Context: an optimization exercise on an open-source flow, tuned for small area. The choices shown serve that exercise and are no tape-out recipe.
RTL that was checked went through simulation tests only; none was proved equivalent to the original.
For run 1, only the layout was checked, not whether the RTL still works.
No activity file was given, so power comes from the tool's default toggle rates.

$ cat flow/constraint.sdc
create_clock -name core_clock -period 15.0 [get_ports {clk}]
set_input_delay 3.0000 -clock core_clock [delete_from_list [all_inputs] [get_ports {clk}]]
set_output_delay 3.0000 -clock core_clock [all_outputs]
set_load 0.01 [all_outputs]
$ cat flow/design.v
module regfile(
		input clk, reset,
		input wr_en, input [4:0] wr_num, input [7:0] wr_data, input wr_last,
		input [4:0] rd_num, output [7:0] rd_data);
	parameter [31:0] sp_init = 0;
	parameter [31:0] ra_init = 0;
	wire [8*32-1:0] head;
	assign head[7:0] = 8'h00;
	genvar i;
	generate
		for (i = 1; i < 32; i = i + 1) begin : g_reg
			reg [31:0] q;
			wire wsel = wr_en && wr_num == i;
			wire [7:0] nxt = wsel ? wr_data : q[7:0];
			always @(posedge clk)
				q <= {nxt, q[31:8]};
			if (i == 29 || i == 31) begin : g_rst
				reg valid;
				always @(posedge clk or posedge reset)
					if (reset)
						valid <= 1'b0;
					else if (wsel && wr_last)
						valid <= 1'b1;
				assign head[i*8 +: 8] = q[7:0] & {8{valid}};
			end
			else begin : g_norst
				assign head[i*8 +: 8] = q[7:0];
			end
		end
	endgenerate
	wire [31:0] sel = 32'd1 << rd_num;
	logic [7:0] r;
	integer k;
	always_comb begin
		r = 8'h00;
		for (k = 1; k < 32; k = k + 1)
			r = r | (head[k*8 +: 8] & {8{sel[k]}});
	end
	assign rd_data = r;
endmodule
module mips(
	input clk, reset,
	output [31:0] instr_addr,
	input [31:0] instr_in,
	output [31:0] data_addr,
	input [31:0] data_in,
	output logic [31:0] data_out,
	output logic [1:0] data_access_size,
	output data_rd_wr);
	parameter [31:0] pc_init = 0;
	parameter [31:0] sp_init = 0;
	parameter [31:0] ra_init = 0;
	logic [1:0] ph, rnd;
	logic [11:0] pc;
	assign instr_addr = {20'd0, pc};
	wire [5:0] op = instr_in[31:26];
	wire [5:0] fn = instr_in[5:0];
	wire [4:0] rs = instr_in[25:21];
	wire [4:0] rt = instr_in[20:16];
	wire [4:0] rd = instr_in[15:11];
	wire [4:0] sh = instr_in[10:6];
	wire [15:0] imm = instr_in[15:0];
	wire special = (op == 6'h00);
	wire i_sll   = special && fn == 6'h00;
	wire i_addu  = special && fn == 6'h21;
	wire i_subu  = special && fn == 6'h23;
	wire i_jr    = special && fn == 6'h08;
	wire i_mul   = (op == 6'h1c) && fn == 6'h02;
	wire i_addiu = (op == 6'h09);
	wire i_lui   = (op == 6'h0f);
	wire i_slti  = (op == 6'h0a);
	wire i_lw    = (op == 6'h23);
	wire i_lbu   = (op == 6'h24);
	wire i_sw    = (op == 6'h2b);
	wire i_sb    = (op == 6'h28);
	wire i_j     = (op == 6'h02);
	wire i_jal   = (op == 6'h03);
	wire i_beq   = (op == 6'h04);
	wire i_bne   = (op == 6'h05);
	wire i_load  = i_lw | i_lbu;
	wire i_store = i_sw | i_sb;
	wire i_mulsh = i_mul | i_sll;
	wire i_br    = i_beq | i_bne;
	wire i_jump  = i_j | i_jal;
	wire i_arith = i_addu | i_subu;
	wire [1:0] last = (i_load | i_store | i_mulsh | i_br) ? 2'd2 :
	                  (i_arith | i_slti | i_jr) ? 2'd1 : 2'd0;
	wire in_last = (rnd == last);
	wire r0 = (rnd == 2'd0);
	wire r1 = (rnd == 2'd1);
	wire r2 = (rnd == 2'd2);
	logic we;
	logic [4:0] wnum;
	logic [7:0] wdata;
	wire [7:0] rb;
	regfile #(.sp_init(sp_init), .ra_init(ra_init)) regs(
		.clk(clk), .reset(reset),
		.wr_en(we), .wr_num(wnum), .wr_data(wdata), .wr_last(ph == 2'd3),
		.rd_num(r0 ? rs : rt), .rd_data(rb));
	wire [10:0] pc4h;
	inc #(10) u_pcinc(.a(pc[11:2]), .s(pc4h));
	wire [12:0] pc4 = {pc4h, pc[1:0]};
	wire [31:0] pc4w = {19'd0, pc4};
	wire [31:0] simm = {{16{imm[15]}}, imm};
	wire [31:0] luiw = {imm, 16'd0};
	wire [31:0] onehot = 32'd1 << sh;
	wire [7:0] pc4_b   = pc4w[ph*8 +: 8];
	wire [7:0] simm_b  = simm[ph*8 +: 8];
	wire [7:0] lui_b   = luiw[ph*8 +: 8];
	wire [7:0] oh_b    = onehot[ph*8 +: 8];
	wire [7:0] din_b   = data_in[ph*8 +: 8];
	logic [31:0] T, M;
	logic c;
	wire [7:0] a = r1 ? T[7:0] : (i_jal ? pc4_b : rb);
	wire sub = r1 ? (i_subu | i_br) : i_slti;
	logic [7:0] b0;
	always_comb begin
		b0 = 8'h00;
		if (r1) begin
			if (i_addu) b0 = rb;
			else b0 = ~rb;
		end
		else begin
			if (i_addiu | i_load | i_store) b0 = simm_b;
			if (i_slti) b0 = ~simm_b;
			if (i_lui) b0 = lui_b;
			if (i_sll) b0 = oh_b;
			if (i_jal) b0 = (ph == 2'd0) ? 8'd4 : 8'd0;
		end
	end
	wire cin = (ph == 2'd0) ? sub : c;
	wire [8:0] sum;
	rca #(8) u_alu(.a(a), .b(b0), .cin(cin), .s(sum[7:0]), .cout(sum[8]));
	logic [27:0] P;
	wire [3:0] d = (r1 && ph == 2'd0) ? rb[3:0] : M[3:0];
	logic pb;
	wire pbx = (r1 && ph == 2'd0) ? 1'b0 : pb;
	wire neg0 = d[1] & ~(d[0] & pbx);
	wire one0 = d[0] ^ pbx;
	wire two0 = (d[1] & ~d[0] & ~pbx) | (~d[1] & d[0] & pbx);
	wire neg1 = d[3] & ~(d[2] & d[1]);
	wire one1 = d[2] ^ d[1];
	wire two1 = (d[3] & ~d[2] & ~d[1]) | (~d[3] & d[2] & d[1]);
	wire [31:0] pp0 = (({32{one0}} & T) | ({32{two0}} & {T[30:0], 1'b0})) ^ {32{neg0}};
	wire [29:0] pp1 = (({30{one1}} & T[29:0]) | ({30{two1}} & {T[28:0], 1'b0})) ^ {30{neg1}};
	wire [31:0] csx = {4'd0, P};
	wire [31:0] csz = {pp1, neg1, neg0};
	wire [31:0] css = csx ^ pp0 ^ csz;
	wire [31:0] csc = (csx & pp0) | (csx & csz) | (pp0 & csz);
	wire [31:0] S;
	assign S[0] = css[0];
	wire k12, k22_0, k22_1;
	wire [9:0] sm0, sm1, sh0, sh1;
	rca #(11) u_mlo(.a(css[11:1]), .b(csc[10:0]), .cin(neg1), .s(S[11:1]), .cout(k12));
	rca #(10) u_mm0(.a(css[21:12]), .b(csc[20:11]), .cin(1'b0), .s(sm0), .cout(k22_0));
	rca #(10) u_mm1(.a(css[21:12]), .b(csc[20:11]), .cin(1'b1), .s(sm1), .cout(k22_1));
	rca #(10) u_mh0(.a(css[31:22]), .b(csc[30:21]), .cin(1'b0), .s(sh0), .cout());
	rca #(10) u_mh1(.a(css[31:22]), .b(csc[30:21]), .cin(1'b1), .s(sh1), .cout());
	wire k22 = k12 ? k22_1 : k22_0;
	assign S[21:12] = k12 ? sm1 : sm0;
	assign S[31:22] = k22 ? sh1 : sh0;
	wire [7:0] mul_b = (ph == 2'd0) ? M[23:16] :
	                   (ph == 2'd1) ? M[27:20] :
	                   (ph == 2'd2) ? M[31:24] : {S[3:0], M[31:28]};
	logic [31:0] Mn;
	always_comb begin
		Mn = {(i_store ? d : S[3:0]), M[31:4]};
		if (r1)
			case (ph)
				2'd0: Mn[3:0] = rb[7:4];
				2'd1: Mn[7:0] = rb;
				2'd2: Mn[11:4] = rb;
				2'd3: Mn[15:8] = rb;
			endcase
	end
	logic f;
	wire [9:0] bt_hi;
	rca #(10) u_bt(.a(pc4[11:2]), .b(imm[9:0]), .cin(1'b0), .s(bt_hi), .cout());
	wire [11:0] btarget = {bt_hi, pc4[1:0]};
	always_comb begin
		we = 1'b0;
		wnum = rt;
		wdata = sum[7:0];
		if (i_arith) begin
			we = r1;
			wnum = rd;
		end
		if (i_addiu | i_lui) we = r0;
		if (i_jal) begin
			we = r0;
			wnum = 5'd31;
		end
		if (i_slti) begin
			we = r1;
			wdata = {7'd0, f & (ph == 2'd0)};
		end
		if (i_load) begin
			we = (r1 && ph != 2'd0) || (r2 && ph == 2'd0);
			wdata = (i_lbu && ph != 2'd0) ? 8'h00 : din_b;
		end
		if (i_mulsh) begin
			we = r2;
			wnum = rd;
			wdata = mul_b;
		end
	end
	assign data_addr = T;
	assign data_out = {M[15:0], M[31:16]};
	assign data_access_size = {1'b0, instr_in[26]};
	assign data_rd_wr = ~(i_store && r2 && ph == 2'd0);
	always @(posedge clk or posedge reset) begin
		if (reset) begin
			ph <= 2'd0;
			rnd <= 2'd0;
			pc <= pc_init[11:0];
		end
		else begin
			ph <= ph + 2'd1;
			if (ph == 2'd3)
				rnd <= in_last ? 2'd0 : rnd + 2'd1;
			if (in_last && ph == 2'd2)
				pc <= i_jump ? {instr_in[9:0], 2'b00} :
				      i_jr ? T[11:0] :
				      (i_beq & f) | (i_bne & ~f) ? btarget : pc4[11:0];
		end
	end
	always @(posedge clk) begin
		c <= sum[8];
		M <= Mn;
		P <= r0 ? 28'd0 : S[31:4];
		pb <= d[3];
		if (r0) begin
			T <= {sum[7:0], T[31:8]};
			f <= ~sum[8];
		end
		else begin
			if (r1 & (i_arith | i_br))
				T <= {T[7:0], T[31:8]};
			if (r1 & i_br)
				f <= ((ph == 2'd0) | f) & (sum[7:0] == 8'h00);
		end
	end
endmodule
module rca #(parameter N = 8) (
	input [N-1:0] a, b, input cin,
	output [N-1:0] s, output cout);
	wire [N:0] c;
	assign c[0] = cin;
	genvar i;
	generate
		for (i = 0; i < N; i = i + 1) begin : g_bit
			assign s[i] = a[i] ^ b[i] ^ c[i];
			assign c[i+1] = (a[i] & b[i]) | (a[i] & c[i]) | (b[i] & c[i]);
		end
	endgenerate
	assign cout = c[N];
endmodule
module inc #(parameter N = 8) (
	input [N-1:0] a, output [N:0] s);
	wire [N:0] c;
	assign c[0] = 1'b1;
	genvar i;
	generate
		for (i = 0; i < N; i = i + 1) begin : g_bit
			assign s[i] = a[i] ^ c[i];
			assign c[i+1] = a[i] & c[i];
		end
	endgenerate
	assign s[N] = c[N];
endmodule
$ cat flow/flow/abc_area.script
&get -n
&st
&dch
&nf -R 1000 -p -F 16 -C 32
&put
topo
dnsize -c
$ cat flow/flow/run.sh
#!/bin/bash
# The standard layout (standard.sh), with these ORFS settings changed
# through the environment:
#  - synthesis maps logic with an area-oriented ABC script (flow/abc_area.script,
#    used in place of ORFS's abc_speed.script in a copy of ORFS's scripts
#    folder); everything else in synthesis is unchanged, so the registers are
#    the standard synthesis's
#  - ports are buffered with buf_1 cells instead of clkdlybuf4s50_1
#  - clock tree: sink clusters of up to 32 flip-flops, each driven by a
#    clkbuf_16, and no dummy loads
# standard.sh's full output goes to standard.log in this folder; ORFS's own
# per-step logs stay under orfs/logs.
set -o pipefail
rm -rf scripts_abc
cp -r "$FLOW_HOME/scripts" scripts_abc
cp flow/abc_area.script scripts_abc/abc_speed.script
export SCRIPTS_DIR="$PWD/scripts_abc"
export BUFFER_PORTS_ARGS="-buffer_cell sky130_fd_sc_hd__buf_1"
export CTS_ARGS="-sink_clustering_enable -repair_clock_nets -dont_use_dummy_load -sink_clustering_size 32 -sink_clustering_max_diameter 90 -buf_list sky130_fd_sc_hd__clkbuf_16"
bash standard.sh > standard.log 2>&1
$ cat flow/config.mk
export PLATFORM = sky130hd
export DESIGN_NAME = mips
export DESIGN_NICKNAME = mips
export VERILOG_FILES = /design/flow/design.v
export SDC_FILE = /design/flow/constraint.sdc
export NUM_CORES = 4
export LEC_CHECK = 0
export CAP_MARGIN = 20
export CORE_MARGIN = 2
export CORE_UTILIZATION = 55
export CTS_BUF_LIST = sky130_fd_sc_hd__clkbuf_16
export CTS_CLUSTER_DIAMETER = 100
export CTS_CLUSTER_SIZE = 25
export PLACE_DENSITY = 0.7
export SLEW_MARGIN = 20
$ cat flow/standard.sh
#!/bin/bash
# synth_recipe.tcl (not shown) runs the flow's synth.tcl, then flattens the netlist and writes it again
# the make line also repeats each setting of config.mk as NAME=value (left out here)
make -C /OpenROAD-flow-scripts/flow DESIGN_CONFIG=/design/flow/config.mk WORK_HOME=/design/flow/orfs CLKGATE_MAP_FILE= SYNTH_SCRIPT=/design/flow/synth_recipe.tcl "${@:-finish}"
==> results of run 1 <==
## state kept, by name, summed over array words and instances (netlist names)
signal              count
pc                     12
regs.g.g_rst.valid      2
ph                      2
P                      28
pb                      1
c                       1
M                      32
regs.g.q              992
rnd                     2
f                       1
T                      32
## cells in the final DEF, fill, tap and decap left out, types with 26 or more instances in the layout
cell type  synthesis  final
dfxtp_1         1054   1054
nand2_1          267    267
nor2_1           253    251
o21ai_0          237    232
a21oi_1          168    162
buf_1              0    143
a22oi_1          109    109
clkinv_1          64     64
fa_1              53     53
xnor2_1           50     50
xor2_1            48     47
clkbuf_16          0     44
ha_1              43     42
buf_4             34     42
a222oi_1          34     34
edfxtp_1          33     33
nand4_1           33     33
nor3_1            29     27
mux2i_1           28     26
nand3_1           26     26
## power groups by stage
stage               clock network, uW  logic, uW  registers, uW
finish                           1360       3920           3550
floorplan                           0       2560           3500
global placement                    0       3770           3610
CTS                              1380       3910           3550
detailed placement                  0       3870           3620
global route                     1480       4320           3580
## timing repair
item	CTS	global route
setup endpoints to repair	0	1
buffers inserted	0	0
resized for setup	0	5
## through the flow
| step | std cells | area, um2 |
|---|---|---|
| after global routing | 3746 | 35700 |
| after CTS | 3745 | 35700 |
| after floorplan | 2775 | 32900 |
| after global placement | 3701 | 34600 |
| final | 3747 | 35700 |
| after detailed placement | 3701 | 34600 |
## worst reg2reg max path: cells and delay by family (launching register included)
| kind | cells | cell delay [ns] |
|---|---|---|
| AOI/OAI and AO/OA | 9 | 1.98 |
| adders and majority gates | 12 | 5.10 |
| and+or+nand+nor | 22 | 2.98 |
| buffers and inverters | 7 | 1.42 |
| muxes | 1 | 0.51 |
| xor gates and xnor gates | 1 | 0.21 |
| DFF | 1 | 0.42 |
## routing by layer
| layer | routed length, um | global-route usage [%] |
|---|---|---|
| met1 | 38400 | 39.5 |
| met2 | 39800 | 45.3 |
| met3 | 7030 | 4.47 |
| met4 | 4640 | 13.0 |
| met5 | 0 | 0 |
## kinds of logic after synthesis
kind of cell | Yosys count
flip-flops | 1105
XOR/XNOR | 98
multiplexers | 45
AND/OR/NAND/NOR | 672
buffers and inverters | 98
adder cells (fa/ha/maj) | 96
AO/OA/AOI/OAI | 640
other | 1
## synthesized netlist by cell type (all sizes together) (3+ instances only)
master   count
a311oi       6
xnor2       50
a222oi      34
nor4         4
nand2b       9
mux2         9
and4         4
a21oi      168
and2         3
ha          43
a31oi        4
dfrtp       18
buf         34
clkinv      64
a32oi        5
a221o        3
nor2       253
a221oi      21
a22o        10
nor3        29
dfxtp     1054
edfxtp      33
nand4       33
o21bai       6
nor2b       12
fa          53
and3        16
o211ai      11
a22oi      109
xor2        48
o21ai      237
mux4         8
mux2i       28
or2          5
nand3       26
or3          8
nand2      267
a211oi       5
o2bb2ai      8
## cell type report
class	instances	area, um2
Tap cell	773	967
Antenna cell	2	5.00
Fill cell	4816	23300
Clock buffer	44	1100
Timing Repair Buffer	187	875
Multi-Input combinational cell	1572	10000
Sequential cell	1105	22500
Inverter	64	240
## worst max-delay path by stage
stage / startpoint / to / slack [ns] / depth (start not counted)
finish: instr_in[19] / P[27] / 0.89 / 51
floorplan: instr_in[24] / P[27] / 0.13 / 49
global placement: instr_in[25] / P[27] / 0.46 / 52
detailed placement: instr_in[25] / P[27] / 0.20 / 50
global route: instr_in[25] / P[27] / 0.03 / 52
CTS: instr_in[25] / P[27] / 0.79 / 50
==> results.cfg, run 1 <==
[logic_synthesis]
synth.area.mux_share_pct = 1.71
syn_area_mm2 = 0.0329
ys_top_cells_by_area = dfxtp_1 (64%), o21ai_0 (3.6%), fa_1 (3.2%)
synth_cell_types = 52
synthSimpleGateAreaFrac_pct = 8.67
avgSynthCellArea_um2 = 11.9
synth_xor_area_share_pct = 2.61
synth_edf_count = 33
syn_inst = 2755
ys_ff_latch = 1105
synthAdderAreaFrac_pct = 4.87
yosysSeqAreaShare_pct = 68.6
ys_warn_count = 2
post-synth-top-area-cell = dfxtp_1
async_flop_share_pct = 1.63
synthFlopType = dfxtp_1
synth_top_family_by_area = compound AO/OA/AOI/OAI gates
synth-compound-area-share_pct = 12.0
synth_top_area_share_pct = 64.2

[critical_path]
rr_worst_depth = 52
ff2ff_setup_slack_ns = 2.32
crit_fanout = 29
crit_slowest_cell = a222oi_1
path_class = primary input to register
cp_num_buf_inv = 7
crit_path_max_incr_delay_ns = 0.56
crit_required_ns = 15.51
worstPathArrival_ns = 14.62
crit-reg2reg-launch = rnd[0]
crit_path_end_kind = register
crit_top_cell = nor2_1
r2r_end = P[27]
cp-start-kind = primary input
crit_family = adder cells

[timing]
setup_viol = 0
setup-tns-final_ns = 0
worstMarginPinSlew_ns = 1.17
min_period_over_period_pct = 94.1
relSlewSlack_pct = 21.7
setup_ws_ns = 0.892
clock.fmax_ghz = 0.0709
hold_ws_ns = 0.277
hold_violations = 0
min_period_ns = 14.11
rsz0062_at_grt = no
fin_skew_ns = 0.112
slew_violations = 0

[worst_hold_path]
worstHoldStart = regs.g_reg[26].q[14]
min_path_type = register to register
hold_path_depth = 0
holdPathEnd = regs.g_reg[26].q[6]

[clock_network]
clockBufferDepth = 3
cts_tree = done
h-tree-depth = 2
hold_buffers = 0
clkSlewWorstSetupHoldPaths_ns = 0.11
clk_latency_ns = 0.65
cts.sink_count = 1105
cts_buffers = 44
clock-root-buffer = clkbuf_16

[placement]
post-place-ws_ns = 0.196
gp_congestion = 1.02
portBuffers = 143
hpwl_um = 64900

[layout]
syn_to_final_growth_pct = 8.77
finish.utilization_pct = 60.6
nets = 3136
drive_above_1_share_pct = 3.80

[global_routing]
antenna_found_initial = 1
grt_usage_pct = 28.8
grt_max_degree = 45
grt-ovfl-total = 0
grt_pass1_vias = 20900
grt_pass1_wl_um = 135000

[floorplanning]
io_pins = 165
die_w_um = 248
design.core.area_mm2 = 0.0590
start_util_pct = 55.7
fp.dieH_um = 248
rows = 89
dieArea_mm2 = 0.0617

[power_and_ir_drop]
p_total_uw = 8830
power.density_mw_per_mm2 = 247
intPower_uw = 5260
switching_share_pct = 40.5
irDropWorstVdd_v = 0.000233
seqPwrFrac_pct = 40.2
combPwrFrac_pct = 44.4
p_switching_uw = 3580
clockPowerShare_pct = 15.4
p_leak_uw = 0.0135

[routing]
vias_per_cell = 5.70
route.vias.total = 21300
wl_per_cell_um = 24.0
firstDrtPassIters = 9
ant_nets = 0
drt_wl_total_um = 89900
drtIter0Drc = 2232
drcViolationCount = 0

[status]
status = no timing/DRC/antenna violations

[run]
max_cap_viol_count = 0
==> run 2: changes to the inputs <==
--- a/flow/design.v
+++ b/flow/design.v
@@ -62,19 +62,20 @@
 	wire [15:0] imm = instr_in[15:0];
-	wire special = (op == 6'h00);
-	wire i_sll   = special && fn == 6'h00;
-	wire i_addu  = special && fn == 6'h21;
-	wire i_subu  = special && fn == 6'h23;
-	wire i_jr    = special && fn == 6'h08;
-	wire i_mul   = (op == 6'h1c) && fn == 6'h02;
-	wire i_addiu = (op == 6'h09);
-	wire i_lui   = (op == 6'h0f);
-	wire i_slti  = (op == 6'h0a);
-	wire i_lw    = (op == 6'h23);
-	wire i_lbu   = (op == 6'h24);
-	wire i_sw    = (op == 6'h2b);
-	wire i_sb    = (op == 6'h28);
-	wire i_j     = (op == 6'h02);
-	wire i_jal   = (op == 6'h03);
-	wire i_beq   = (op == 6'h04);
-	wire i_bne   = (op == 6'h05);
+	wire lo = ~op[5] & ~op[4];                     
+	wire special = lo & ~op[3] & ~op[2] & ~op[1];
+	wire i_sll   = special & ~fn[5] & ~fn[3];
+	wire i_addu  = special & fn[5] & ~fn[1];
+	wire i_subu  = special & fn[5] & fn[1];
+	wire i_jr    = special & ~fn[5] & fn[3];
+	wire i_mul   = ~op[5] & op[4];
+	wire i_addiu = lo & op[3] & ~op[1];
+	wire i_lui   = lo & op[3] & op[1] & op[0];
+	wire i_slti  = lo & op[3] & op[1] & ~op[0];
+	wire i_lw    = op[5] & ~op[3] & ~op[2];
+	wire i_lbu   = op[5] & ~op[3] & op[2];
+	wire i_sw    = op[5] & op[3] & op[0];
+	wire i_sb    = op[5] & op[3] & ~op[0];
+	wire i_j     = lo & ~op[3] & ~op[2] & op[1] & ~op[0];
+	wire i_jal   = lo & ~op[3] & ~op[2] & op[1] & op[0];
+	wire i_beq   = lo & ~op[3] & op[2] & ~op[0];
+	wire i_bne   = lo & ~op[3] & op[2] & op[0];
 	wire i_load  = i_lw | i_lbu;
@@ -108,9 +109,10 @@
 	wire [7:0] simm_b  = simm[ph*8 +: 8];
+	wire [31:0] boff = {{14{imm[15]}}, imm, 2'b00};
+	wire [7:0] boff_b  = boff[ph*8 +: 8];
 	wire [7:0] lui_b   = luiw[ph*8 +: 8];
 	wire [7:0] oh_b    = onehot[ph*8 +: 8];
-	wire [7:0] din_b   = data_in[ph*8 +: 8];
 	logic [31:0] T, M;
 	logic c;
-	wire [7:0] a = r1 ? T[7:0] : (i_jal ? pc4_b : rb);
-	wire sub = r1 ? (i_subu | i_br) : i_slti;
+	wire [7:0] a = (i_jal | (i_br & r1)) ? pc4_b : (r1 ? T[7:0] : rb);
+	wire sub = r1 ? i_subu : i_slti;
 	logic [7:0] b0;
@@ -120,3 +122,4 @@
 			if (i_addu) b0 = rb;
-			else b0 = ~rb;
+			if (i_subu) b0 = ~rb;
+			if (i_br) b0 = boff_b;
 		end
@@ -176,5 +179,2 @@
 	logic f;
-	wire [9:0] bt_hi;
-	rca #(10) u_bt(.a(pc4[11:2]), .b(imm[9:0]), .cin(1'b0), .s(bt_hi), .cout());
-	wire [11:0] btarget = {bt_hi, pc4[1:0]};
 	always_comb begin
@@ -198,3 +198,3 @@
 			we = (r1 && ph != 2'd0) || (r2 && ph == 2'd0);
-			wdata = (i_lbu && ph != 2'd0) ? 8'h00 : din_b;
+			wdata = (i_lbu && ph != 2'd0) ? 8'h00 : data_in[7:0];
 		end
@@ -206,5 +206,5 @@
 	end
-	assign data_addr = T;
+	assign data_addr = {T[31:2], i_lw ? {~ph[1] ^ ph[0], ph[0]} : T[1:0]};
 	assign data_out = {M[15:0], M[31:16]};
-	assign data_access_size = {1'b0, instr_in[26]};
+	assign data_access_size = {1'b0, i_sw};
 	assign data_rd_wr = ~(i_store && r2 && ph == 2'd0);
@@ -222,4 +222,3 @@
 				pc <= i_jump ? {instr_in[9:0], 2'b00} :
-				      i_jr ? T[11:0] :
-				      (i_beq & f) | (i_bne & ~f) ? btarget : pc4[11:0];
+				      (i_jr | (i_beq & f) | (i_bne & ~f)) ? T[11:0] : pc4[11:0];
 		end
@@ -237,5 +236,5 @@
 			if (r1 & (i_arith | i_br))
-				T <= {T[7:0], T[31:8]};
+				T <= {sum[7:0], T[31:8]};
 			if (r1 & i_br)
-				f <= ((ph == 2'd0) | f) & (sum[7:0] == 8'h00);
+				f <= ((ph == 2'd0) | f) & (T[7:0] == rb);
 		end
--- a/flow/config.mk
+++ b/flow/config.mk
@@ -13,2 +13,3 @@
 export CTS_CLUSTER_SIZE = 25
+export GPL_TIMING_DRIVEN = 0
 export PLACE_DENSITY = 0.7
==> results.cfg, run 2 <==
[logic_synthesis]
synth_edf_count = 33
ys_top_cells_by_area = dfxtp_1 (65%), nor2_1 (4.1%), a21oi_1 (3.8%)
async_flop_share_pct = 1.63
post-synth-top-area-cell = dfxtp_1
synth_cell_types = 55
synth.most_common_cell = dfxtp_1
ys_ff_latch = 1105
yosysSeqAreaShare_pct = 69.2
ys_warn_count = 2
synthFlopType = dfxtp_1
syn_inst = 2716
syn_area_mm2 = 0.0326
synth_top_area_share_pct = 64.8
netlist_top_cells_count = dfxtp_1 (1,054), nor2_1 (355), a21oi_1 (244), nand2_1 (175), o21ai_0 (124)
avgSynthCellArea_um2 = 12.0

[layout]
layout_common_cells = dfxtp_1 (1,054), nor2_1 (322), a21oi_1 (236)
syn_to_final_growth_pct = 10.9
drive_above_1_share_pct = 8.10
reg_top3 = regs.g.q x992, M x32, T x32
layout_commonest_cell = dfxtp_1
top_register = regs.g.q
final_area_mm2 = 0.0361
largest_reg_flops = 992
nets = 3093

[placement]
hpwl_um = 53500
gp_congestion = 0.955
portBuffers = 119
place_area_mm2 = 0.0346

[clock_network]
clock-root-buffer = clkbuf_16
clockBufferDepth = 3
hold_buffers = 0
cts_tree = done
clkSlewWorstSetupHoldPaths_ns = 0.11
clk_latency_ns = 0.64
cts.sink_count = 1105
cts_buffers = 44
h-tree-depth = 2

[critical_path]
crit_family = adder cells
crit_path_max_incr_delay_ns = 0.58
crit_fanout = 8
crit_slowest_cell = mux2i_2
crit_path_end_kind = register
crit_top_cell = nor2_1
cp_num_buf_inv = 5
path_class = primary input to register
crit_required_ns = 15.51
cp-start-kind = primary input
worstPathArrival_ns = 14.80

[global_routing]
grt_pass1_wl_um = 118000
grt_usage_pct = 25.2
antenna_found_initial = 2
grt_max_degree = 40
grt_pass1_vias = 20000
grt-ovfl-total = 0

[power_and_ir_drop]
p_leak_uw = 0.0139
irDropWorstVdd_v = 0.000469
power.density_mw_per_mm2 = 272

[floorplanning]
dieArea_mm2 = 0.0612
design.core.area_mm2 = 0.0588
start_util_pct = 55.4
fp.dieH_um = 247
io_pins = 165
die_w_um = 247
rows = 89

[routing]
wl_per_cell_um = 20.9
drcViolationCount = 0
drtIter0Drc = 1829
ant_nets = 0
drt_wl_total_um = 77700
firstDrtPassIters = 6
vias_per_cell = 5.55
route.vias.total = 20600

[timing]
hold_violations = 0
setup_viol = 0
fin_skew_ns = 0.0745
min_period_over_period_pct = 95.2
worstMarginPinSlew_ns = 1.20
relSlewSlack_pct = 19.6
hold_ws_ns = 0.292
min_period_ns = 14.29
slew_violations = 0
clock.fmax_ghz = 0.0700

[status]
status = no timing/DRC/antenna violations

[run]
max_cap_viol_count = 0

[worst_hold_path]
min_path_type = register to register
run 2: changes by cell type after synthesis, sizes merged, moves of 14 or more:
cell,delta
clkinv,-16
o21ai,-113
nor2,+102
nand4,-14
buf,+30
nand2,-92
a21oi,+76
run 2: layout make-up:
cell class | count | area [um2]
Clock buffer | 44 | 1100
Buffer | 64 | 480
Fill cell | 4699 | 22700
Multi-Input combinational cell | 1522 | 9900
Tap cell | 773 | 967
Antenna cell | 1 | 2.50
Inverter | 48 | 180
Timing Repair Buffer | 155 | 920
Sequential cell | 1105 | 22500
run 2: metal layers:
layer  share of wire (%)  GRT usage (%)  vias up
met3                 6.3           2.95      116
met5               0.017              0        -
met4                 2.6           7.43        2
met1                  46           36.3    10000
li1                    -              -     9760
met2                  45           40.0      711
run 2: path summary, 6_finish.rpt:
check / start / endpoint / depth (start not counted) / slack, ns
worst max-delay path: instr_in[20] / P[27] / 51 / 0.71
worst max register to register: rnd[0] / P[27] / 54 / 2.17
worst min register to register: regs.g_reg[24].q[24] / regs.g_reg[24].q[16] / 0 / 0.29
max in group asynchronous: reset / pc[8] / 2 / 12.14
min in group asynchronous: reset / pc[4] / 2 / 2.43
worst min-delay path: regs.g_reg[24].q[24] / regs.g_reg[24].q[16] / 0 / 0.29
run 2: logic make-up after synthesis:
| kind of cell | count (synthesis) | synth area share [%] |
|---|---|---|
| AO/OA/AOI/OAI | 622 | 12.1 |
| XOR/XNOR | 94 | 2.53 |
| adder cells (fa/ha/maj) | 87 | 4.38 |
| buffers and inverters | 112 | 2.03 |
| flip-flops | 1105 | 69.2 |
| multiplexers | 43 | 1.40 |
| other | 1 | 0.0115 |
| AND/OR/NAND/NOR | 652 | 8.32 |
run 2: where the power goes:
| part | total, uW | switching [uW] | internal, uW |
|---|---|---|---|
| combinational | 4550 | 2630 | 1930 |
| sequential | 3910 | 321 | 3590 |
| clock | 1360 | 831 | 530 |
| total | 9820 | 3780 | 6040 |
run 2: worst register-to-register path, delay by kind of cell, from the launching register on:
kind | cells | cell delay [ns]
xor+xnor | 1 | 0.18
buf+inv | 5 | 0.48
flops | 1 | 0.44
fa+ha+maj | 13 | 5.52
simple gates | 25 | 3.85
mux | 2 | 0.85
compound gates | 8 | 1.41
run 2: what timing repair did:
| item | 4_1_cts | 5_1_grt |
|---|---|---|
| resized for setup | 15 | 36 |
| gates cloned | 2 | 1 |
| endpoints found under the setup margin | 11 | 10 |
| endpoints found under the hold margin | 0 | 0 |
| pin swaps | 2 | 8 |
| buffers inserted | 5 | 16 |
run 2: stage by stage:
step                utilization, %  TNS (ns)  cells  setup WS, ns  total power [uW]
finish                        61.4         0   3712         0.713              9820
detailed placement            58.8    -19.87   3643         -2.37              8180
global route                  61.4  -0.00254   3711      -0.00254             10500
floorplan                        -         0   2736       0.00745              6760
CTS                           60.9         0   3694        0.0105              9580
global placement              57.9    -34.77   3628         -3.23              7890
==> run 3: changes to the inputs <==
--- a/flow/config.mk
+++ b/flow/config.mk
@@ -13,3 +13,2 @@
 export CTS_CLUSTER_SIZE = 25
-export GPL_TIMING_DRIVEN = 0
 export PLACE_DENSITY = 0.7
==> results.cfg, run 3 <==
[status]
status = no timing/DRC/antenna violations

[timing]
setup-tns-final_ns = 0
setup_viol = 0
rsz0062_at_grt = no
clock.fmax_ghz = 0.0703
fin_skew_ns = 0.0839
slew_violations = 0
min_period_ns = 14.23
relSlewSlack_pct = 24.8
min_period_over_period_pct = 94.9
worstMarginPinSlew_ns = 1.13
setup_ws_ns = 0.770
hold_violations = 0

[logic_synthesis]
synth.most_common_cell = dfxtp_1
ys_warn_count = 2
syn_area_mm2 = 0.0326
ys_ff_latch = 1105
avgSynthCellArea_um2 = 12.0
yosysSeqAreaShare_pct = 69.2
ys_top_cells_by_area = dfxtp_1 (65%), nor2_1 (4.1%), a21oi_1 (3.8%)
syn_inst = 2716
synthFlopType = dfxtp_1
async_flop_share_pct = 1.63
synth_edf_count = 33
synth_top_area_share_pct = 64.8
synth_cell_types = 55
netlist_top_cells_count = dfxtp_1 (1,054), nor2_1 (355), a21oi_1 (244), nand2_1 (175), o21ai_0 (124)
post-synth-top-area-cell = dfxtp_1

[critical_path]
crit_top_cell = nor2_1
crit_family = adder cells
crit-reg2reg-launch = rnd[0]
crit_path_end_kind = register
r2r_end = P[27]
crit_path_max_incr_delay_ns = 0.52
path_class = primary input to register
ff2ff_setup_slack_ns = 1.70
cp-start-kind = primary input
worstPathArrival_ns = 14.63
crit_slowest_cell = fa_1
rr_worst_depth = 55
crit_fanout = 10
cp_num_buf_inv = 5
crit_required_ns = 15.40

[layout]
top_register = regs.g.q
layout_common_cells = dfxtp_1 (1,054), nor2_1 (349), a21oi_1 (240)
drive_above_1_share_pct = 4.81
largest_reg_flops = 992
reg_top3 = regs.g.q x992, M x32, T x32
nets = 3066
layout_commonest_cell = dfxtp_1
syn_to_final_growth_pct = 8.69

[placement]
post-place-ws_ns = 0.252
portBuffers = 119
hpwl_um = 54700
gp_congestion = 0.950

[floorplanning]
die_w_um = 247
start_util_pct = 55.4
io_pins = 165
rows = 89
design.core.area_mm2 = 0.0588
dieArea_mm2 = 0.0612
fp.dieH_um = 247

[clock_network]
clock-root-buffer = clkbuf_16
clockBufferDepth = 3
postCtsSetupBuffers = 0
cts_tree = done
h-tree-depth = 2
cts.sink_count = 1105
cts_buffers = 45
clkSlewWorstSetupHoldPaths_ns = 0.11
ctsResizeCount = 0
clk_latency_ns = 0.62
hold_buffers = 0

[worst_hold_path]
min_path_type = register to register
holdPathEnd = regs.g_reg[15].q[3]
hold_path_depth = 0
worstHoldStart = regs.g_reg[15].q[11]

[global_routing]
grt_usage_pct = 25.4
grt-ovfl-total = 0
grt_pass1_wl_um = 118000
grt_pass1_vias = 19600
antenna_found_initial = 2
grt_max_degree = 42

[power_and_ir_drop]
irDropWorstVdd_v = 0.000414
p_leak_uw = 0.0137
power.density_mw_per_mm2 = 265

[routing]
route.vias.total = 20400
drt_wl_total_um = 78100
firstDrtPassIters = 6
drcViolationCount = 0
ant_nets = 0
drtIter0Drc = 1596
vias_per_cell = 5.55
wl_per_cell_um = 21.2

[run]
max_cap_viol_count = 0
==> run 3: kinds of logic (layout without fill, tap and decap cells) <==
family	after synthesis	count (layout)	synth area share (%)
other cells	1	22	0.0115
fa+ha+maj	87	87	4.38
mux	43	43	1.40
buf+inv	112	287	2.03
xor+xnor	94	94	2.53
simple gates	652	652	8.32
flops	1105	1105	69.2
compound gates	622	622	12.1
==> run 3: how the worst max path moves through the flow <==
stage / from / to / cells past startpoint
floorplan: instr_in[24] / P[27] / 50
global placement: instr_in[18] / P[27] / 54
detailed placement: instr_in[18] / P[27] / 54
CTS: instr_in[18] / P[27] / 54
global route: instr_in[18] / P[27] / 54
finish: instr_in[18] / P[27] / 54
==> run 3: area by class of cell <==
cell class | count | area [um2]
inverters | 48 | 180
repair buffers | 194 | 1020
clock buffers | 45 | 1130
diodes | 1 | 2.50
multi-input cells | 1519 | 9550
well taps | 773 | 967
flip-flops and latches | 1105 | 22500
fillers | 4705 | 23400
==> run 3: power breakdown <==
group | internal, uW | switching (uW)
combinational | 1640 | 2460
sequential | 3590 | 331
clock | 541 | 824
total | 5770 | 3610
==> run 3: metal layers <==
layer / vias to the layer above / wire (um) / track usage [%]
li1: 9713 / - / -
met1: 9969 / 36800 / 36.6
met2: 630 / 35300 / 40.6
met3: 122 / 4220 / 3.02
met4: 2 / 1780 / 6.71
met5: - / 14 / 0
==> run 3: through the flow <==
stage / total power [uW] / instances / area (um2) / hold WS [ns] / utilization (%)
6_report: 9380 / 3685 / 35400 / 0.279 / 60.2
3_3_place_gp: 7920 / 3638 / 34200 / 0.309 / 58.2
2_1_floorplan: 6760 / 2736 / 32600 / 0.310 / -
3_5_place_dp: 8060 / 3638 / 34200 / 0.312 / 58.2
4_1_cts: 9430 / 3683 / 35300 / 0.286 / 60.1
5_1_grt: 10000 / 3685 / 35400 / 0.281 / 60.2
==> run 4: changes to the inputs <==
--- a/flow/config.mk
+++ b/flow/config.mk
@@ -9,3 +9,3 @@
 export CORE_MARGIN = 2
-export CORE_UTILIZATION = 55
+export CORE_UTILIZATION = 45
 export CTS_BUF_LIST = sky130_fd_sc_hd__clkbuf_16
@@ -13,3 +13,3 @@
 export CTS_CLUSTER_SIZE = 25
-export PLACE_DENSITY = 0.7
+export PLACE_DENSITY = 0.6
 export SLEW_MARGIN = 20
==> results.cfg, run 4 <==
[status]
status = no timing/DRC/antenna violations

[placement]
hpwl_um = 57600
gp_congestion = 0.910
portBuffers = 119
post-place-ws_ns = 0.108

[global_routing]
grt_pass1_vias = 20000
grt_max_degree = 40
grt_usage_pct = 21.9
antenna_found_initial = 3
grt_pass1_wl_um = 123000
grt-ovfl-total = 0

[clock_network]
ctsResizeCount = 0
clkSlewWorstSetupHoldPaths_ns = 0.12
clock-root-buffer = clkbuf_16
postCtsSetupBuffers = 0
h-tree-depth = 2
cts_tree = done
clockBufferDepth = 3
hold_buffers = 0
cts.sink_count = 1105
cts_buffers = 44
clk_latency_ns = 0.64

[routing]
drcViolationCount = 0
ant_nets = 0
route.vias.total = 20300
wl_met3_um = 4380
drt_wl_total_um = 82400
met1Wirelength_um = 38000
wl_met2_um = 36800
vias_per_cell = 5.24
drtIter0Drc = 1585
firstDrtPassIters = 5
wl_per_cell_um = 21.3
highest_layer = met4

[critical_path]
ff2ff_setup_slack_ns = 2.43
crit_path_max_incr_delay_ns = 0.70
crit_top_cell = nor2_1
worstPathArrival_ns = 14.66
crit_path_end_kind = register
crit_slowest_cell = nor4_1
crit_required_ns = 15.52
cp-start-kind = primary input
crit_fanout = 16
path_class = primary input to register

[timing]
fin_skew_ns = 0.0961
relSlewSlack_pct = 27.8
min_period_ns = 14.14
worstMarginPinSlew_ns = 1.08
setup-tns-final_ns = 0
hold_violations = 0
min_period_over_period_pct = 94.2
slew_violations = 0
clock.fmax_ghz = 0.0707
setup_ws_ns = 0.863
setup_viol = 0
rsz0062_at_grt = no

[layout]
layout_common_cells = dfxtp_1 (1,054), nor2_1 (349), a21oi_1 (241)
layout_commonest_cell = dfxtp_1
multiInputGateArea_mm2 = 0.00954
largest_reg_flops = 992
n_antenna_cell = 0
nets = 3080
reg_top3 = regs.g.q x992, M x32, T x32
drive_above_1_share_pct = 5.23
regArea_mm2 = 0.0225
syn_to_final_growth_pct = 9.65
fillers = 6405
top_register = regs.g.q

[floorplanning]
io_pins = 165
design.core.area_mm2 = 0.0716
dieArea_mm2 = 0.0745
fp.dieH_um = 273
die_w_um = 273
start_util_pct = 45.5
rows = 98

[logic_synthesis]
synth_top_area_share_pct = 64.8
synthFlopType = dfxtp_1
syn_inst = 2716
synth_edf_count = 33
async_flop_share_pct = 1.63
synth_cell_types = 55
netlist_top_cells_count = dfxtp_1 (1,054), nor2_1 (355), a21oi_1 (244), nand2_1 (175), o21ai_0 (124)
ys_warn_count = 2
synth.most_common_cell = dfxtp_1
yosysSeqAreaShare_pct = 69.2
post-synth-top-area-cell = dfxtp_1
ys_ff_latch = 1105
syn_area_mm2 = 0.0326
ys_top_cells_by_area = dfxtp_1 (65%), nor2_1 (4.1%), a21oi_1 (3.8%)
avgSynthCellArea_um2 = 12.0

[power_and_ir_drop]
irDropWorstVdd_v = 0.000356
power.density_mw_per_mm2 = 263
combPwrFrac_pct = 43.7
switching_share_pct = 38.6
seqPwrFrac_pct = 41.8
p_switching_uw = 3630
intPower_uw = 5760
clockPowerShare_pct = 14.5
p_leak_uw = 0.0138

[run]
max_cap_viol_count = 0

[worst_hold_path]
min_path_type = register to register
[run 4: worst paths after layout]
kind / startpoint / end / depth (start not counted)
min in group asynchronous: reset / regs.g_reg[31].g_rst.valid / 2
hold / removal: regs.g_reg[10].q[9] / regs.g_reg[10].q[1] / 0
max in group asynchronous: reset / ph[1] / 2
hold reg to reg: regs.g_reg[10].q[9] / regs.g_reg[10].q[1] / 0
setup / recovery: instr_in[19] / P[27] / 52
setup reg to reg: rnd[0] / P[27] / 54
[run 4: final cells by class]
type / count / area share [%]
clock buffers: 44 / 3.08
inverters: 48 / 0.505
multi-input cells: 1519 / 26.7
flip-flops and latches: 1105 / 63.1
well taps: 950 / 3.33
repair buffers: 209 / 3.20
[run 4: power by group through the flow]
stage | clock [uW] | combinational (uW) | sequential, uW
2_1_floorplan | 0 | 2910 | 3850
3_3_place_gp | 0 | 4020 | 3970
3_5_place_dp | 0 | 4080 | 3990
4_1_cts | 1400 | 4120 | 3930
5_1_grt | 1500 | 4590 | 3980
6_report | 1360 | 4100 | 3930
[run 4: logic make-up (layout without fill, tap and decap cells)]
group / Yosys count / after routing / synth area share [%]
multiplexers: 43 / 43 / 1.40
flip-flops: 1105 / 1105 / 69.2
buffers and inverters: 112 / 301 / 2.03
adder cells (fa/ha/maj): 87 / 87 / 4.38
AO/OA/AOI/OAI: 622 / 622 / 12.1
AND/OR/NAND/NOR: 652 / 652 / 8.32
XOR/XNOR: 94 / 94 / 2.53
other: 1 / 21 / 0.0115
[run 4: through the flow]
stage	std cells	hold slack, ns	total power [uW]	utilization [%]	cell area (um2)
2_1_floorplan	2736	0.310	6760	-	32600
3_3_place_gp	3829	0.310	8000	48.2	34500
3_5_place_dp	3830	0.312	8070	48.3	34600
4_1_cts	3874	0.292	9450	49.8	35700
5_1_grt	3875	0.301	10100	49.9	35700
6_report	3875	0.292	9390	49.9	35700
[run 4: routing by layer]
metal	up-vias	global-route usage, %
li1	9741	-
met1	9848	30.5
met2	601	34.7
met3	132	2.69
met4	0	8.66
met5	-	0
[run 4: critical path: cells and delay by family]
family                     cells  cell delay (ns)
AOI/OAI and AO/OA              7             1.26
xor gates and xnor gates       1             0.17
adders and majority gates     11             4.77
buffers and inverters          7             1.03
muxes                          2             0.51
and+or+nand+nor               24             3.88
==> run 5: changes to the inputs <==
--- a/flow/config.mk
+++ b/flow/config.mk
@@ -9,3 +9,3 @@
 export CORE_MARGIN = 2
-export CORE_UTILIZATION = 45
+export CORE_UTILIZATION = 72
 export CTS_BUF_LIST = sky130_fd_sc_hd__clkbuf_16
@@ -13,3 +13,3 @@
 export CTS_CLUSTER_SIZE = 25
-export PLACE_DENSITY = 0.6
+export PLACE_DENSITY = 0.88
 export SLEW_MARGIN = 20
==> results.cfg, run 5 <==
[logic_synthesis]
synth-compound-area-share_pct = 12.1
async_flop_share_pct = 1.63
ys_ff_latch = 1105
ys_top_cells_by_area = dfxtp_1 (65%), nor2_1 (4.1%), a21oi_1 (3.8%)
synthAdderAreaFrac_pct = 4.38
syn_inst = 2716
synth_top_family_by_area = compound AO/OA/AOI/OAI gates
netlist_top_cells_count = dfxtp_1 (1,054), nor2_1 (355), a21oi_1 (244), nand2_1 (175), o21ai_0 (124)
ys_warn_count = 2
synth.area.mux_share_pct = 1.40
synth_edf_count = 33
post-synth-top-area-cell = dfxtp_1
syn_area_mm2 = 0.0326
avgSynthCellArea_um2 = 12.0
synth_xor_area_share_pct = 2.53
yosysSeqAreaShare_pct = 69.2
synth.most_common_cell = dfxtp_1
synthSimpleGateAreaFrac_pct = 8.32
synth_cell_types = 55
synthFlopType = dfxtp_1
synth_top_area_share_pct = 64.8

[timing]
clock.fmax_ghz = 0.0701
min_period_over_period_pct = 95.0
setup_viol = 0
relSlewSlack_pct = 22.0
fin_skew_ns = 0.0682
worstMarginPinSlew_ns = 1.17
hold_violations = 0
setup-tns-final_ns = 0
rsz0062_at_grt = no
min_period_ns = 14.26
slew_violations = 0

[layout]
top_register = regs.g.q
reg_top3 = regs.g.q x992, M x32, T x32
drive_above_1_share_pct = 4.66
nets = 3054
layout_commonest_cell = dfxtp_1
layout_common_cells = dfxtp_1 (1,054), nor2_1 (343), a21oi_1 (241)
largest_reg_flops = 992
fillers = 2548
finish.utilization_pct = 78.9
syn_to_final_growth_pct = 7.63

[power_and_ir_drop]
power.density_mw_per_mm2 = 273
clockPowerShare_pct = 14.0
seqPwrFrac_pct = 41.2
irDropWorstVdd_v = 0.000247
p_leak_uw = 0.0136
switching_share_pct = 39.7
p_switching_uw = 3800
intPower_uw = 5780
combPwrFrac_pct = 44.9

[routing]
route.vias.total = 21800
drcViolationCount = 0
drtIter0Drc = 2694
drt_wl_total_um = 84800
ant_nets = 0
firstDrtPassIters = 9
wl_per_cell_um = 24.3
vias_per_cell = 6.23

[critical_path]
crit_required_ns = 15.54
path_class = primary input to register
cp-start-kind = primary input
crit_family = adder cells
cp_num_buf_inv = 4
crit_slowest_cell = fa_1
crit_fanout = 6
worstPathArrival_ns = 14.80
crit_path_end_kind = register
crit_path_max_incr_delay_ns = 0.52
crit_top_cell = nor2_1
ff2ff_setup_slack_ns = 2.20

[floorplanning]
die_w_um = 217
design.core.area_mm2 = 0.0444
fp.dieH_um = 217
dieArea_mm2 = 0.0469
io_pins = 165
start_util_pct = 73.3
rows = 77

[placement]
hpwl_um = 57200
gp_congestion = 1.01
portBuffers = 119

[global_routing]
grt_max_degree = 39
grt-ovfl-total = 0
antenna_found_initial = 3
grt_pass1_wl_um = 127000
grt_usage_pct = 35.7
grt_pass1_vias = 21600

[clock_network]
cts.sink_count = 1105
clockBufferDepth = 3
clock-root-buffer = clkbuf_16
h-tree-depth = 2
cts_tree = done
clkSlewWorstSetupHoldPaths_ns = 0.11
clk_latency_ns = 0.62
postCtsSetupBuffers = 0
cts_buffers = 42

[run]
max_cap_viol_count = 0

[worst_hold_path]
min_path_type = register to register

[status]
status = no timing/DRC/antenna violations
-- run 5: cell count changes in the layout (fill, tap and decap cells not counted), sizes merged --
cell | previous run | this run
buf | 209 | 185
diode | 0 | 3
clkbuf | 44 | 42
-- run 5: timing repair --
item	4_1_cts	5_1_grt
hold buffers	0	0
endpoints found under the setup margin	0	1
gates resized for setup	0	4
-- run 5: power groups by stage --
stage | clock network (uW) | registers (uW) | logic, uW
after floorplan | 0 | 3850 | 2910
after global placement | 0 | 3940 | 4020
after detailed placement | 0 | 3980 | 4160
after CTS | 1340 | 3930 | 4220
after global routing | 1430 | 3980 | 4720
final | 1340 | 3940 | 4300
-- run 5: routing by layer --
| metal | global-route usage [%] | wire length, um | up-vias |
|---|---|---|---|
| met5 | 0 | 11 | - |
| met4 | 16.7 | 4190 | 2 |
| met3 | 6.39 | 7500 | 276 |
| met2 | 57.8 | 39400 | 1245 |
| met1 | 47.2 | 33700 | 10600 |
| li1 | - | - | 9695 |
-- run 5: logic make-up after synthesis --
group / Yosys count
xor+xnor: 94
flops: 1105
mux: 43
fa+ha+maj: 87
buf+inv: 112
simple gates: 652
other cells: 1
compound gates: 622
-- run 5: area by class of cell --
type                       instances  area, um2  share of cell area [%]
antenna                            3       7.51                  0.0214
sequential                      1105      22500                    64.3
tap                              592        741                    2.11
clock buffer                      42       1050                    3.00
timing repair buffer             185        962                    2.75
inverter                          48        180                   0.514
multi-input combinational       1519       9560                    27.3
-- run 5: final timing paths --
check / from / endpoint / depth (start not counted)
min: regs.g_reg[14].q[26] / regs.g_reg[14].q[18] / 0
max reg2reg: rnd[0] / P[27] / 53
max in group asynchronous: reset / rnd[0] / 2
min reg2reg: regs.g_reg[14].q[26] / regs.g_reg[14].q[18] / 0
min in group asynchronous: reset / regs.g_reg[31].g_rst.valid / 2
max: instr_in[23] / P[27] / 52
-- run 5: worst reg2reg max path, delay by kind of cell (launching register included) --
family,cells,cell delay [ns]
xor gates and xnor gates,1,0.17
and+or+nand+nor,25,3.69
adders and majority gates,13,5.65
DFF,1,0.42
buffers and inverters,4,0.32
muxes,2,0.86
AOI/OAI and AO/OA,8,1.65
-- run 5: through the flow --
stage	setup slack (ns)	area [um2]	total power, uW	hold WS [ns]	cells
after global placement	0.396	33900	7960	0.310	3447
after floorplan	0.00745	32600	6760	0.310	2736
after CTS	0.561	35000	9490	0.304	3490
after detailed placement	0.0908	33900	8150	0.312	3448
after global routing	0.00776	35000	10100	0.310	3492
final	0.744	35000	9580	0.297	3494
==> run 6: changes to the inputs <==
--- a/flow/config.mk
+++ b/flow/config.mk
@@ -7,5 +7,5 @@
 export LEC_CHECK = 0
-export CAP_MARGIN = 20
+export CAP_MARGIN = 5
 export CORE_MARGIN = 2
-export CORE_UTILIZATION = 72
+export CORE_UTILIZATION = 55
 export CTS_BUF_LIST = sky130_fd_sc_hd__clkbuf_16
@@ -13,3 +13,3 @@
 export CTS_CLUSTER_SIZE = 25
-export PLACE_DENSITY = 0.88
-export SLEW_MARGIN = 20
+export PLACE_DENSITY = 0.7
+export SLEW_MARGIN = 5
==> results.cfg, run 6 <==
[global_routing]
grt-ovfl-total = 0
grt_max_degree = 42
antenna_found_initial = 2
grt_pass1_wl_um = 118000
grt_usage_pct = 25.4
grt_pass1_vias = 19600

[critical_path]
worstPathArrival_ns = 14.52
crit_slowest_cell = fa_1
crit_path_max_incr_delay_ns = 0.52
cp-start-kind = primary input
crit_path_end_kind = register
cp_num_buf_inv = 5
path_class = primary input to register
crit_fanout = 10
crit_family = adder cells
crit_required_ns = 15.41
crit_top_cell = nor2_1

[clock_network]
cts_tree = done
clockBufferDepth = 3
postCtsSetupBuffers = 0
clkSlewWorstSetupHoldPaths_ns = 0.11
h-tree-depth = 2
cts.sink_count = 1105
clock-root-buffer = clkbuf_16
cts_buffers = 45
clk_latency_ns = 0.62

[layout]
fillers = 4761
syn_to_final_growth_pct = 8.59
top_register = regs.g.q
largest_reg_flops = 992
finish.utilization_pct = 60.1
layout_common_cells = dfxtp_1 (1,054), nor2_1 (355), a21oi_1 (241)
reg_top3 = regs.g.q x992, M x32, T x32
nets = 3065
n_antenna_cell = 0
final_area_mm2 = 0.0354
layout_commonest_cell = dfxtp_1
drive_above_1_share_pct = 4.57

[placement]
portBuffers = 119
hpwl_um = 54700
place_area_mm2 = 0.0342
gp_congestion = 0.950

[timing]
worstMarginPinSlew_ns = 1.23
hold_violations = 0
fin_skew_ns = 0.0770
relSlewSlack_pct = 17.8
slew_violations = 0
min_period_over_period_pct = 94.0
min_period_ns = 14.11
rsz0062_at_grt = no
hold_ws_ns = 0.265
setup-tns-final_ns = 0
clock.fmax_ghz = 0.0709
setup_viol = 0

[routing]
ant_nets = 0
wl_per_cell_um = 21.3
vias_per_cell = 5.55
drt_wl_total_um = 78400
drtIter0Drc = 1599
route.vias.total = 20400
drcViolationCount = 0
firstDrtPassIters = 7

[power_and_ir_drop]
p_leak_uw = 0.0137
power.density_mw_per_mm2 = 265
intPower_uw = 5750
p_switching_uw = 3610
irDropWorstVdd_v = 0.000481
combPwrFrac_pct = 43.5
switching_share_pct = 38.6
clockPowerShare_pct = 14.6
seqPwrFrac_pct = 41.8

[floorplanning]
rows = 89
design.core.area_mm2 = 0.0588
fp.dieH_um = 247
io_pins = 165
die_w_um = 247
dieArea_mm2 = 0.0612
start_util_pct = 55.4

[logic_synthesis]
synth_top_area_share_pct = 64.8
synth_edf_count = 33
post-synth-top-area-cell = dfxtp_1
avgSynthCellArea_um2 = 12.0
synthSimpleGateAreaFrac_pct = 8.32
synthAdderAreaFrac_pct = 4.38
syn_area_mm2 = 0.0326
syn_inst = 2716
yosysSeqAreaShare_pct = 69.2
synthFlopType = dfxtp_1
ys_top_cells_by_area = dfxtp_1 (65%), nor2_1 (4.1%), a21oi_1 (3.8%)
async_flop_share_pct = 1.63
netlist_top_cells_count = dfxtp_1 (1,054), nor2_1 (355), a21oi_1 (244), nand2_1 (175), o21ai_0 (124)
synth_xor_area_share_pct = 2.53
synth.area.mux_share_pct = 1.40
synth_cell_types = 55
ys_warn_count = 2
synth.most_common_cell = dfxtp_1
ys_ff_latch = 1105
synth-compound-area-share_pct = 12.1
synth_top_family_by_area = compound AO/OA/AOI/OAI gates

[run]
max_cap_viol_count = 0

[worst_hold_path]
min_path_type = register to register

[status]
status = no timing/DRC/antenna violations
run 6: changes by cell type in the layout (fill, tap and decap cells not counted), sizes merged:
cell	previous run	this run
diode	3	0
clkbuf	42	45
buf	185	193
run 6: per-stage QoR:
stage	instances	setup slack (ns)	total power, uW
detailed placement	3638	0.204	8050
global route	3683	0.0134	10000
floorplan	2736	0.00745	6760
global placement	3638	0.338	7920
finish	3683	0.893	9360
CTS	3683	0.827	9420
run 6: area by class of cell:
class | instances | area (um2) | area share, %
clock buffers | 45 | 1130 | 3.19
inverters | 48 | 180 | 0.510
multi-input cells | 1519 | 9530 | 27.0
flip-flops and latches | 1105 | 22500 | 63.8
well taps | 773 | 967 | 2.74
repair buffers | 193 | 1000 | 2.83
run 6: worst paths after layout:
check | startpoint | endpoint | slack [ns] | cells after the start
setup / recovery | instr_in[18] | P[27] | 0.89 | 54
hold / removal | regs.g_reg[29].q[21] | regs.g_reg[29].q[13] | 0.26 | 0
setup reg to reg | rnd[0] | P[27] | 1.82 | 55
hold reg to reg | regs.g_reg[29].q[21] | regs.g_reg[29].q[13] | 0.26 | 0
max in group asynchronous | reset | pc[2] | 12.11 | 2
min in group asynchronous | reset | regs.g_reg[31].g_rst.valid | 2.41 | 2
run 6: power groups by stage:
stage | logic (uW) | registers, uW | clock network (uW)
3_3_place_gp | 3970 | 3950 | 0
4_1_cts | 4100 | 3920 | 1400
2_1_floorplan | 2910 | 3850 | 0
3_5_place_dp | 4070 | 3980 | 0
5_1_grt | 4540 | 3970 | 1490
6_report | 4080 | 3920 | 1370
run 6: logic make-up (layout without fill, tap and decap cells):
logic type,count (synthesis),count (layout)
and+or+nand+nor,652,652
AOI/OAI and AO/OA,622,622
xor gates and xnor gates,94,94
adders and majority gates,87,87
other,1,21
muxes,43,43
buffers and inverters,112,286
DFF,1105,1105
run 6: timing repair:
action | in CTS | in global routing
endpoints found under the setup margin | 0 | 1
hold endpoints to repair | 0 | 0
gates resized for setup | 0 | 1
hold buffers | 0 | 0
run 6: metal layers:
layer  part of all wire [%]  GRT usage (%)
met1                     47           37.1
met5                  0.020              0
met4                    2.1           6.20
met3                    5.7           2.90
met2                     45           40.6
==> run 7: changes to the inputs <==
--- a/flow/config.mk
+++ b/flow/config.mk
@@ -7,5 +7,5 @@
 export LEC_CHECK = 0
-export CAP_MARGIN = 5
+export CAP_MARGIN = 20
 export CORE_MARGIN = 2
-export CORE_UTILIZATION = 55
+export CORE_UTILIZATION = 65
 export CTS_BUF_LIST = sky130_fd_sc_hd__clkbuf_16
@@ -13,3 +13,3 @@
 export CTS_CLUSTER_SIZE = 25
-export PLACE_DENSITY = 0.7
-export SLEW_MARGIN = 5
+export PLACE_DENSITY = 0.8
+export SLEW_MARGIN = 20
==> results.cfg, run 7 <==
[status]
status = no timing/DRC/antenna violations

[critical_path]
cp-start-kind = primary input
crit_path_max_incr_delay_ns = 0.48
crit_path_end_kind = register
worstPathArrival_ns = 14.70
path_class = primary input to register
crit_fanout = 6
crit_slowest_cell = fa_1
crit_required_ns = 15.46
crit_top_cell = nor2_1

[worst_hold_path]
min_path_type = register to register

[global_routing]
grt_pass1_vias = 21000
grt-ovfl-total = 0
grt_pass1_wl_um = 121000
antenna_found_initial = 4
grt_usage_pct = 30.2
grt_max_degree = 42

[routing]
vias_per_cell = 5.91
wl_per_cell_um = 22.3
drcViolationCount = 0
drtIter0Drc = 2232
firstDrtPassIters = 12
route.vias.total = 21100
drt_wl_total_um = 79400
ant_nets = 0

[clock_network]
clk_latency_ns = 0.62
ctsResizeCount = 0
cts_buffers = 41
cts_tree = done
h-tree-depth = 2
cts.sink_count = 1105
postCtsSetupBuffers = 0
clkSlewWorstSetupHoldPaths_ns = 0.12
clock-root-buffer = clkbuf_16
hold_buffers = 0
clockBufferDepth = 3

[timing]
rsz0062_at_grt = no
min_period_ns = 14.24
min_period_over_period_pct = 94.9
hold_violations = 0
relSlewSlack_pct = 22.7
setup_viol = 0
fin_skew_ns = 0.0795
worstMarginPinSlew_ns = 1.16
setup-tns-final_ns = 0
clock.fmax_ghz = 0.0702
slew_violations = 0

[placement]
place_area_mm2 = 0.0340
gp_congestion = 0.948
dp.cells = 3521
portBuffers = 119
hpwl_um = 54200

[logic_synthesis]
synth_edf_count = 33
synth_top_area_share_pct = 64.8
syn_area_mm2 = 0.0326
synth_cell_types = 55
post-synth-top-area-cell = dfxtp_1
avgSynthCellArea_um2 = 12.0
ys_warn_count = 2
netlist_top_cells_count = dfxtp_1 (1,054), nor2_1 (355), a21oi_1 (244), nand2_1 (175), o21ai_0 (124)
async_flop_share_pct = 1.63
yosysSeqAreaShare_pct = 69.2
synth.most_common_cell = dfxtp_1
syn_inst = 2716
ys_top_cells_by_area = dfxtp_1 (65%), nor2_1 (4.1%), a21oi_1 (3.8%)
synthFlopType = dfxtp_1
ys_ff_latch = 1105

[layout]
stdcell_count = 3568
finish.utilization_pct = 70.5
top_register = regs.g.q
layout_commonest_cell = dfxtp_1
final_area_mm2 = 0.0351
syn_to_final_growth_pct = 7.73
largest_reg_flops = 992
drive_above_1_share_pct = 4.43
nets = 3047
reg_top3 = regs.g.q x992, M x32, T x32
fillers = 3478
layout_common_cells = dfxtp_1 (1,054), nor2_1 (340), a21oi_1 (240)

[floorplanning]
rows = 82
start_util_pct = 65.4
io_pins = 165
fp.dieH_um = 228
die_w_um = 228
dieArea_mm2 = 0.0519
design.core.area_mm2 = 0.0498

[power_and_ir_drop]
power.density_mw_per_mm2 = 269
switching_share_pct = 39.2
p_leak_uw = 0.0136
intPower_uw = 5730
clockPowerShare_pct = 13.9
seqPwrFrac_pct = 41.7
combPwrFrac_pct = 44.4
irDropWorstVdd_v = 0.000232
p_switching_uw = 3690

[run]
max_cap_viol_count = 0
==> run 7: cell count changes in the layout (fill, tap and decap cells not counted), sizes merged <==
cell | before | now
buf | 193 | 179
diode | 0 | 4
clkbuf | 45 | 41
==> run 7: power by group through the flow <==
stage                     combinational [uW]  clock (uW)  sequential, uW
after floorplan                         2910           0            3850
after global placement                  3980           0            3950
after detailed placement                4080           0            3970
after CTS                               4150        1320            3920
after global routing                    4600        1420            3970
final                                   4180        1310            3930
==> run 7: cell type report <==
class,count,area [um2],area share (%)
antenna,4,10.0,0.0285
sequential,1105,22500,64.3
multi-input combinational,1519,9550,27.2
clock buffer,41,1030,2.93
timing repair buffer,179,917,2.62
tap,672,841,2.40
inverter,48,180,0.514
==> run 7: final timing paths <==
check / slack [ns] / start / cells past startpoint / endpoint
setup / recovery: 0.76 / instr_in[23] / 54 / P[27]
hold / removal: 0.30 / regs.g_reg[31].q[26] / 0 / regs.g_reg[31].q[18]
setup reg to reg: 1.72 / rnd[0] / 52 / P[27]
hold reg to reg: 0.30 / regs.g_reg[31].q[26] / 0 / regs.g_reg[31].q[18]
max in group asynchronous: 12.02 / reset / 2 / pc[8]
min in group asynchronous: 2.49 / reset / 2 / regs.g_reg[29].g_rst.valid
==> run 7: metrics by stage <==
stage / power (uW) / hold WS (ns) / setup slack [ns]
6_report: 9420 / 0.302 / 0.761
3_5_place_dp: 8050 / 0.312 / 0.311
4_1_cts: 9390 / 0.304 / 0.820
5_1_grt: 10000 / 0.316 / 0.0268
3_3_place_gp: 7920 / 0.310 / 0.489
2_1_floorplan: 6760 / 0.310 / 0.00745
==> run 7: cell families after synthesis <==
kind of cell	after synthesis	share of synthesized area (%)
buffers and inverters	112	2.03
adders and majority gates	87	4.38
xor gates and xnor gates	94	2.53
and+or+nand+nor	652	8.32
other	1	0.0115
muxes	43	1.40
AOI/OAI and AO/OA	622	12.1
DFF	1105	69.2
==> run 7: routing by layer <==
metal  share of wire [%]  global-route usage, %  vias up
li1                    -                      -     9672
met1                  41                   39.5    10200
met2                  46                   49.1     1016
met3                 7.0                   4.32      220
met4                 5.5                   15.8        2
met5               0.020                      0        -
==> run 7: worst max-delay path: cells and delay by family <==
kind            cells  cell delay, ns
mux                 2            0.80
xor+xnor            1            0.23
fa+ha+maj          11            4.64
simple gates       26            3.68
compound gates     11            2.03
buf+inv             3            0.29
==> run 8: changes to the inputs <==
--- a/flow/flow/run.sh
+++ b/flow/flow/run.sh
@@ -8,2 +8,4 @@
 #  - ports are buffered with buf_1 cells instead of clkdlybuf4s50_1
+#  - after global routing, cells on paths with positive slack are sized down
+#    (ORFS's RECOVER_POWER, all such paths)
 #  - clock tree: sink clusters of up to 32 flip-flops, each driven by a
@@ -17,2 +19,3 @@
 export SCRIPTS_DIR="$PWD/scripts_abc"
+export RECOVER_POWER=100
 export BUFFER_PORTS_ARGS="-buffer_cell sky130_fd_sc_hd__buf_1"
==> results.cfg, run 8 <==
[status]
status = failed layout checks
violations = capacitance limit, slew limit

[clock_network]
clkSlewWorstSetupHoldPaths_ns = 0.12
hold_buffers = 0
clk_latency_ns = 0.62
clockBufferDepth = 3
clock-root-buffer = clkbuf_16
cts_tree = done
cts.sink_count = 1105
h-tree-depth = 2
postCtsSetupBuffers = 0
cts_buffers = 41

[routing]
firstDrtPassIters = 6
drcViolationCount = 0
drtIter0Drc = 2111
vias_per_cell = 5.92
route.vias.total = 21100
drt_wl_total_um = 79400
wl_per_cell_um = 22.3
ant_nets = 0

[logic_synthesis]
ys_warn_count = 2
avgSynthCellArea_um2 = 12.0
synth_top_area_share_pct = 64.8
synthFlopType = dfxtp_1
syn_inst = 2716
post-synth-top-area-cell = dfxtp_1
yosysSeqAreaShare_pct = 69.2
syn_area_mm2 = 0.0326
synth.most_common_cell = dfxtp_1
ys_ff_latch = 1105
ys_top_cells_by_area = dfxtp_1 (65%), nor2_1 (4.1%), a21oi_1 (3.8%)
netlist_top_cells_count = dfxtp_1 (1,054), nor2_1 (355), a21oi_1 (244), nand2_1 (175), o21ai_0 (124)
async_flop_share_pct = 1.63
synth_cell_types = 55
synth_edf_count = 33

[power_and_ir_drop]
power.density_mw_per_mm2 = 268
irDropWorstVdd_v = 0.000231
p_total_uw = 9370
p_leak_uw = 0.0135

[timing]
hold_violations = 0
setup_ws_ns = 0.725
clock.fmax_ghz = 0.0701
fin_skew_ns = 0.0792
min_period_ns = 14.28
min_period_over_period_pct = 95.2
worstMarginPinSlew_ns = 3.35
setup-tns-final_ns = 0
slew_violations = 232
setup_viol = 0
rsz0062_at_grt = no
relSlewSlack_pct = -123

[critical_path]
crit_path_end_kind = register
crit_required_ns = 15.43
crit_slowest_cell = a222oi_1
worstPathArrival_ns = 14.71
crit_fanout = 9
path_class = primary input to register
crit_path_max_incr_delay_ns = 0.58
cp-start-kind = primary input
crit_top_cell = nor2_1

[global_routing]
grt_max_degree = 42
grt_pass1_vias = 21000
antenna_found_initial = 4
grt-ovfl-total = 0
grt_usage_pct = 30.2
grt_pass1_wl_um = 121000

[layout]
finish.utilization_pct = 70.1
nets = 3047
regArea_mm2 = 0.0225
final_area_mm2 = 0.0349
top_register = regs.g.q
syn_to_final_growth_pct = 7.22
layout_common_cells = dfxtp_1 (1,054), nor2_1 (354), a21oi_1 (243)
multiInputGateArea_mm2 = 0.00948
largest_reg_flops = 992
fillers = 3514
drive_above_1_share_pct = 3.18
reg_top3 = regs.g.q x992, M x32, T x32
layout_commonest_cell = dfxtp_1

[placement]
portBuffers = 119
hpwl_um = 54200
gp_congestion = 0.948
post-place-ws_ns = 0.311
place_area_mm2 = 0.0340

[floorplanning]
fp.dieH_um = 228
design.core.area_mm2 = 0.0498
die_w_um = 228
dieArea_mm2 = 0.0519
start_util_pct = 65.4
rows = 82
io_pins = 165

[run]
max_cap_viol_count = 8

[worst_hold_path]
min_path_type = register to register
==> run 8: timing repair <==
action	in CTS	in global routing
endpoints found under the hold margin	0	0
setup endpoints to repair	0	1
gates resized for setup	0	1
==> run 8: layout make-up <==
cell class / count / share of cell area (%)
Antenna cell: 2 / 0.0143
Inverter: 48 / 0.516
Timing Repair Buffer: 179 / 2.38
Clock buffer: 41 / 2.94
Tap cell: 672 / 2.41
Multi-Input combinational cell: 1519 / 27.2
Sequential cell: 1105 / 64.6
==> run 8: power by group <==
group          switching [uW]  internal [uW]
sequential                340           3590
combinational            2530           1600
clock                     810            497
total                    3680           5690
==> run 8: cell families after synthesis <==
kind of cell / after synthesis / share of synthesized area [%]
XOR/XNOR: 94 / 2.53
other: 1 / 0.0115
AO/OA/AOI/OAI: 622 / 12.1
adder cells (fa/ha/maj): 87 / 4.38
buffers and inverters: 112 / 2.03
multiplexers: 43 / 1.40
AND/OR/NAND/NOR: 652 / 8.32
flip-flops: 1105 / 69.2
==> run 8: path summary, 6_finish.rpt <==
kind / cells after the start / slack, ns / startpoint / end
min reg2reg: 0 / 0.30 / regs.g_reg[31].q[17] / regs.g_reg[31].q[9]
max: 51 / 0.72 / instr_in[25] / P[24]
min: 0 / 0.30 / regs.g_reg[31].q[17] / regs.g_reg[31].q[9]
max reg2reg: 55 / 1.68 / rnd[0] / P[24]
max in group asynchronous: 2 / 12.02 / reset / pc[8]
min in group asynchronous: 2 / 2.49 / reset / regs.g_reg[31].g_rst.valid
==> run 8: metal layers <==
metal	up-vias	GRT usage [%]	part of all wire (%)
met5	-	0	0.037
met4	4	15.8	5.5
met3	229	4.32	6.7
met2	979	49.1	47
met1	10200	39.5	41
li1	9671	-	-
==> run 8: stage by stage <==
stage	cells	hold WS [ns]
final	3566	0.304
after global routing	3566	0.316
after CTS	3562	0.304
after detailed placement	3521	0.312
after global placement	3520	0.310
after floorplan	2736	0.310
==> run 8: worst max-delay path: cells and delay by family <==
family | cells | cell delay [ns]
AOI/OAI and AO/OA | 5 | 1.14
adders and majority gates | 12 | 5.15
muxes | 2 | 0.71
buffers and inverters | 6 | 1.16
xor gates and xnor gates | 2 | 0.32
and+or+nand+nor | 24 | 3.22
